This design comes from an exercise in tuning for small area, a short achievable clock period and few clock cycles on the open sky130 flow, not from production work. In this exercise RTL edits were held to simulation tests only and were not proved equivalent to the original.

==> flow/design.v <==
module fxp_smul
#( parameter QINT=8,
    parameter QFRAC=16)
(out, a, b);
    localparam BIT_WIDTH = QINT + QFRAC; 
    output signed [BIT_WIDTH-1:0] out;
    input signed [BIT_WIDTH-1:0] a;
    input signed [BIT_WIDTH-1:0] b;
    wire [BIT_WIDTH*2-1:0] mul_out;
    assign mul_out = a * b;
    assign out = {mul_out[BIT_WIDTH*2-1],mul_out[BIT_WIDTH*2-QINT-2:QFRAC]};
endmodule
module cordic(i_clk, i_rst, i_en, o_vld, o_cosine, o_sine, i_theta);
    input i_clk;
    input i_rst;
    input i_en;
    input signed [23:0] i_theta;
    output signed [23:0] o_cosine;
    output signed [23:0] o_sine;
    output o_vld;
    localparam W = 19;
    localparam R = 21;
    reg signed [W-1:0] r1, r2, q;
    reg signed [R-1:0] p;        
    reg [1:0]          mode;     
    reg [5:0]          cnt;      
    reg                busy;
    reg                lst;      
    reg                rw1;      
    reg                rw2n;     
    reg                dbl;      
    reg [3:0]          sh1;      
    reg [3:0]          sh2n;     
    reg                i1, i2;   
    reg                c1r, c2r; 
    reg                ip;       
    reg                m1;       
    reg                vld;
    assign o_vld = vld;
    assign o_cosine = {{6{r2[W-1]}}, r2[W-1:1]};
    assign o_sine   = {{6{r1[W-1]}}, r1[W-1:1]};
    wire [4:0] ai = cnt[5:1];
    wire [16:0] ang =
        ai == 5'd0  ? (dbl ? 17'h1921e : 17'h0) :
        ai == 5'd1  ? 17'h76b1 :
        ai == 5'd2  ? 17'h3eb6 :
        ai == 5'd3  ? 17'h1fd5 :
        ai == 5'd4  ? 17'h0ffa :
        ai == 5'd5  ? 17'h07ff :
        ai == 5'd6  ? 17'h03ff :
        ai == 5'd7  ? 17'h01ff :
        ai == 5'd8  ? 17'h00ff :
        ai == 5'd9  ? 17'h007f :
        ai == 5'd10 ? 17'h003f :
        ai == 5'd11 ? 17'h001f :
        ai == 5'd12 ? 17'h0010 :
        ai == 5'd13 ? 17'h0008 :
        ai == 5'd14 ? 17'h0004 : 17'h0000;
    wire signed [W-1:0] a1 = rw1 ? r1 : q;
    wire signed [W-1:0] a2 = rw2n ? p[W-1:0] : r2;
    wire signed [W-1:0] s1 = (i1 ? ~r2 : r2) >>> sh1;
    wire signed [W-1:0] s2 = (i2 ? ~r1 : r1) >>> (~sh2n);
    wire c1 = c1r | (m1 & ~|r2[1:0]);
    wire c2 = c2r | (m1 & ~|r1[1:0]);
    wire [W:0]  t1 = {a1, c1} + {s1, c1};
    wire [W:0]  t2 = {a2, c2} + {s2, c2};
    wire [R:0]  tp = {p, ip} + {ip ? ~{4'd0, ang} : {4'd0, ang}, ip};
    wire signed [W-1:0] n1 = t1[W:1];
    wire signed [W-1:0] n2 = t2[W:1];
    wire signed [R-1:0] pa = tp[R:1];
    wire pn = mode[1] ? (pa[R-1] | (mode[0] & ~pa[R-2])) : mode[0];
    wire [4:0] th = i_theta[23:19];
    wire [1:0] mode0 = th == 5'd0 ? 2'b10 : th == 5'h1f ? 2'b11 : {1'b0, i_theta[23]};
    wire d0n = i_theta[23];
    wire d1n = d0n ? (i_theta < -24'sd51471) : (i_theta < 24'sd51471);
    wire [W-1:0] pe = i_en ? i_theta[W-1:0] : pa[W-1:0];
    wire [5:0] cn = cnt + 6'd1;
    wire       rn = cn < 6'd30;    
    wire [3:0] shn = rn ? cn[4:1] : (cn == 6'd34 ? 4'd4 : 4'd2);
    wire       minv = cn != 6'd34;
    wire       sub1 = pn ^ cn[0];
    always @(posedge i_clk) begin
        if (i_rst) begin
            busy <= 1'b0;
            vld  <= 1'b0;
        end else if (i_en) begin
            busy <= 1'b1;
            vld  <= 1'b0;
        end else begin
            vld <= busy && cnt == 6'd35;
            if (busy && cnt == 6'd35) busy <= 1'b0;
        end
        if (lst) q <= n1;
        p[W-1:0] <= (lst & ~i_en) ? n2 : pe;
        if (i_en) begin
            r1   <= 19'sh10000;
            r2   <= d0n ? -19'sh10000 : 19'sh10000;
            p[R-1:W] <= 2'b00;
            mode <= mode0;
            dbl  <= d0n == d1n;
            cnt  <= 6'd1;
            lst  <= 1'b0;
            rw1  <= 1'b1;
            rw2n <= 1'b0;
            sh1  <= 4'd0;
            sh2n <= 4'd15;
            i1   <= ~d1n;
            i2   <=  d1n;
            c1r  <= ~d1n;
            c2r  <=  d1n;
            ip   <= ~d0n;
            m1   <= 1'b0;
        end else begin
            cnt <= cn;
            r1 <= n2;
            r2 <= n1;
            p[R-1:W] <= pa[R-1:W];
            lst  <= cn == 6'd29;
            rw1  <= rn;
            rw2n <= ~rn;
            sh1  <= shn;
            sh2n <= ~shn;
            i1   <= rn ?  sub1 : minv;
            i2   <= rn ? ~sub1 : minv;
            c1r  <= rn &  sub1;
            c2r  <= rn & ~sub1;
            ip   <= rn & ~pn;
            m1   <= cn == 6'd30;
        end
    end
endmodule
export LEC_CHECK = 0
export CAP_MARGIN = 20
export CORE_MARGIN = 2
export CORE_UTILIZATION = 40
export SETUP_SLACK_MARGIN = 5
export SLEW_MARGIN = 20
create_clock -name core_clock -period 10.0 [get_ports {i_clk}]
standard.sh (not shown) runs the stock make flow with config.mk's settings and CLKGATE_MAP_FILE= SYNTH_SCRIPT=/design/flow/synth_recipe.tcl, a recipe that flattens the netlist after the stock synthesis.
==> flow/flow/run.sh <==
#!/bin/bash
# The standard layout (the standard.sh), except that the port buffers
# buffer_ports inserts are buf_1 cells instead of the larger delay buffers it
# picks by default (every port still gets one), and repair_timing aims at a
# setup slack margin of 6.0 ns.
set -euo pipefail
export BUFFER_PORTS_ARGS="-buffer_cell sky130_fd_sc_hd__buf_1"
bash standard.sh SETUP_SLACK_MARGIN=6.0 finish > standard_flow.log 2>&1
The starting point finished clean.
Testbench counts at the start, summed over its fixed seeds: cycles 73,736.
Rerun with:
--- a/flow/design.v
+++ b/flow/design.v
@@ -25,15 +25,13 @@
     reg [1:0]          mode;     
     reg [5:0]          cnt;      
     reg                busy;
     reg                lst;      
-    reg                rw1;      
-    reg                rw2n;     
+    reg                rw;       
     reg                dbl;      
     reg [3:0]          sh1;      
     reg [3:0]          sh2n;     
     reg                i1, i2;   
-    reg                c1r, c2r; 
     reg                ip;       
     reg                m1;       
     reg                vld;
     assign o_vld = vld;
@@ -55,14 +53,14 @@
         ai == 5'd11 ? 17'h001f :
         ai == 5'd12 ? 17'h0010 :
         ai == 5'd13 ? 17'h0008 :
         ai == 5'd14 ? 17'h0004 : 17'h0000;
-    wire signed [W-1:0] a1 = rw1 ? r1 : q;
-    wire signed [W-1:0] a2 = rw2n ? p[W-1:0] : r2;
+    wire signed [W-1:0] a1 = rw ? r1 : q;
+    wire signed [W-1:0] a2 = rw ? r2 : p[W-1:0];
     wire signed [W-1:0] s1 = (i1 ? ~r2 : r2) >>> sh1;
     wire signed [W-1:0] s2 = (i2 ? ~r1 : r1) >>> (~sh2n);
-    wire c1 = c1r | (m1 & ~|r2[1:0]);
-    wire c2 = c2r | (m1 & ~|r1[1:0]);
+    wire c1 = (rw & i1) | (m1 & ~|r2[1:0]);
+    wire c2 = (rw & i2) | (m1 & ~|r1[1:0]);
     wire [W:0]  t1 = {a1, c1} + {s1, c1};
     wire [W:0]  t2 = {a2, c2} + {s2, c2};
     wire [R:0]  tp = {p, ip} + {ip ? ~{4'd0, ang} : {4'd0, ang}, ip};
     wire signed [W-1:0] n1 = t1[W:1];
@@ -99,32 +97,26 @@
             mode <= mode0;
             dbl  <= d0n == d1n;
             cnt  <= 6'd1;
             lst  <= 1'b0;
-            rw1  <= 1'b1;
-            rw2n <= 1'b0;
+            rw   <= 1'b1;
             sh1  <= 4'd0;
             sh2n <= 4'd15;
             i1   <= ~d1n;
             i2   <=  d1n;
-            c1r  <= ~d1n;
-            c2r  <=  d1n;
             ip   <= ~d0n;
             m1   <= 1'b0;
         end else begin
             cnt <= cn;
             r1 <= n2;
             r2 <= n1;
             p[R-1:W] <= pa[R-1:W];
             lst  <= cn == 6'd29;
-            rw1  <= rn;
-            rw2n <= ~rn;
+            rw   <= rn;
             sh1  <= shn;
             sh2n <= ~shn;
             i1   <= rn ?  sub1 : minv;
             i2   <= rn ? ~sub1 : minv;
-            c1r  <= rn &  sub1;
-            c2r  <= rn & ~sub1;
             ip   <= rn & ~pn;
             m1   <= cn == 6'd30;
         end
     end
What happened:
- The new run completed with no timing, DRC or antenna violations
- setup slack loses 0.059 ns
- cell area decreases by a few percent
- synthesized area decreases slightly
- utilization decreases by 0.16 points
Testbench counts after the change, summed over its fixed seeds: cycles 73,736.

==> re-timing with driven ports <==
How much do the figures lean on ideal ports? The routed layouts below were timed once more, with nothing changed but the port constraints.
Step 1 (the two cells are an assumption about what drives the block):
set clk [get_ports {i_clk}]
set_driving_cell -lib_cell sky130_fd_sc_hd__clkbuf_16 $clk
set_driving_cell -lib_cell sky130_fd_sc_hd__buf_2 [delete_from_list [all_inputs] $clk]
Step 2 moves the port delays by t, midway between the first and last clock arrival at a register: inputs arrive t later, outputs are due t later. That takes back most of the time a late clock gives input paths.
Slacks: no drivers / after step 1 / after step 2; pairs: no drivers / after step 1.
| run | t (ns) | setup WS [ns] | hold slack, ns | worst setup path after step 2 | worst register clock-pin slew, ns |
|---|---|---|---|---|---|
| the first run | 0.408 | 6.102 / 6.102 / 5.865 | 0.498 / 0.498 / 0.498 | input to register | 0.08 / 0.08 |
| the second run | 0.407 | 6.043 / 6.043 / 6.043 | 0.456 / 0.456 / 0.456 | register to register | 0.07 / 0.07 |
After both steps every run listed still meets setup and hold. For the first run, which loses most, drivers alone change the setup slack by 0.000 ns; drivers and shift together by -0.237 ns.
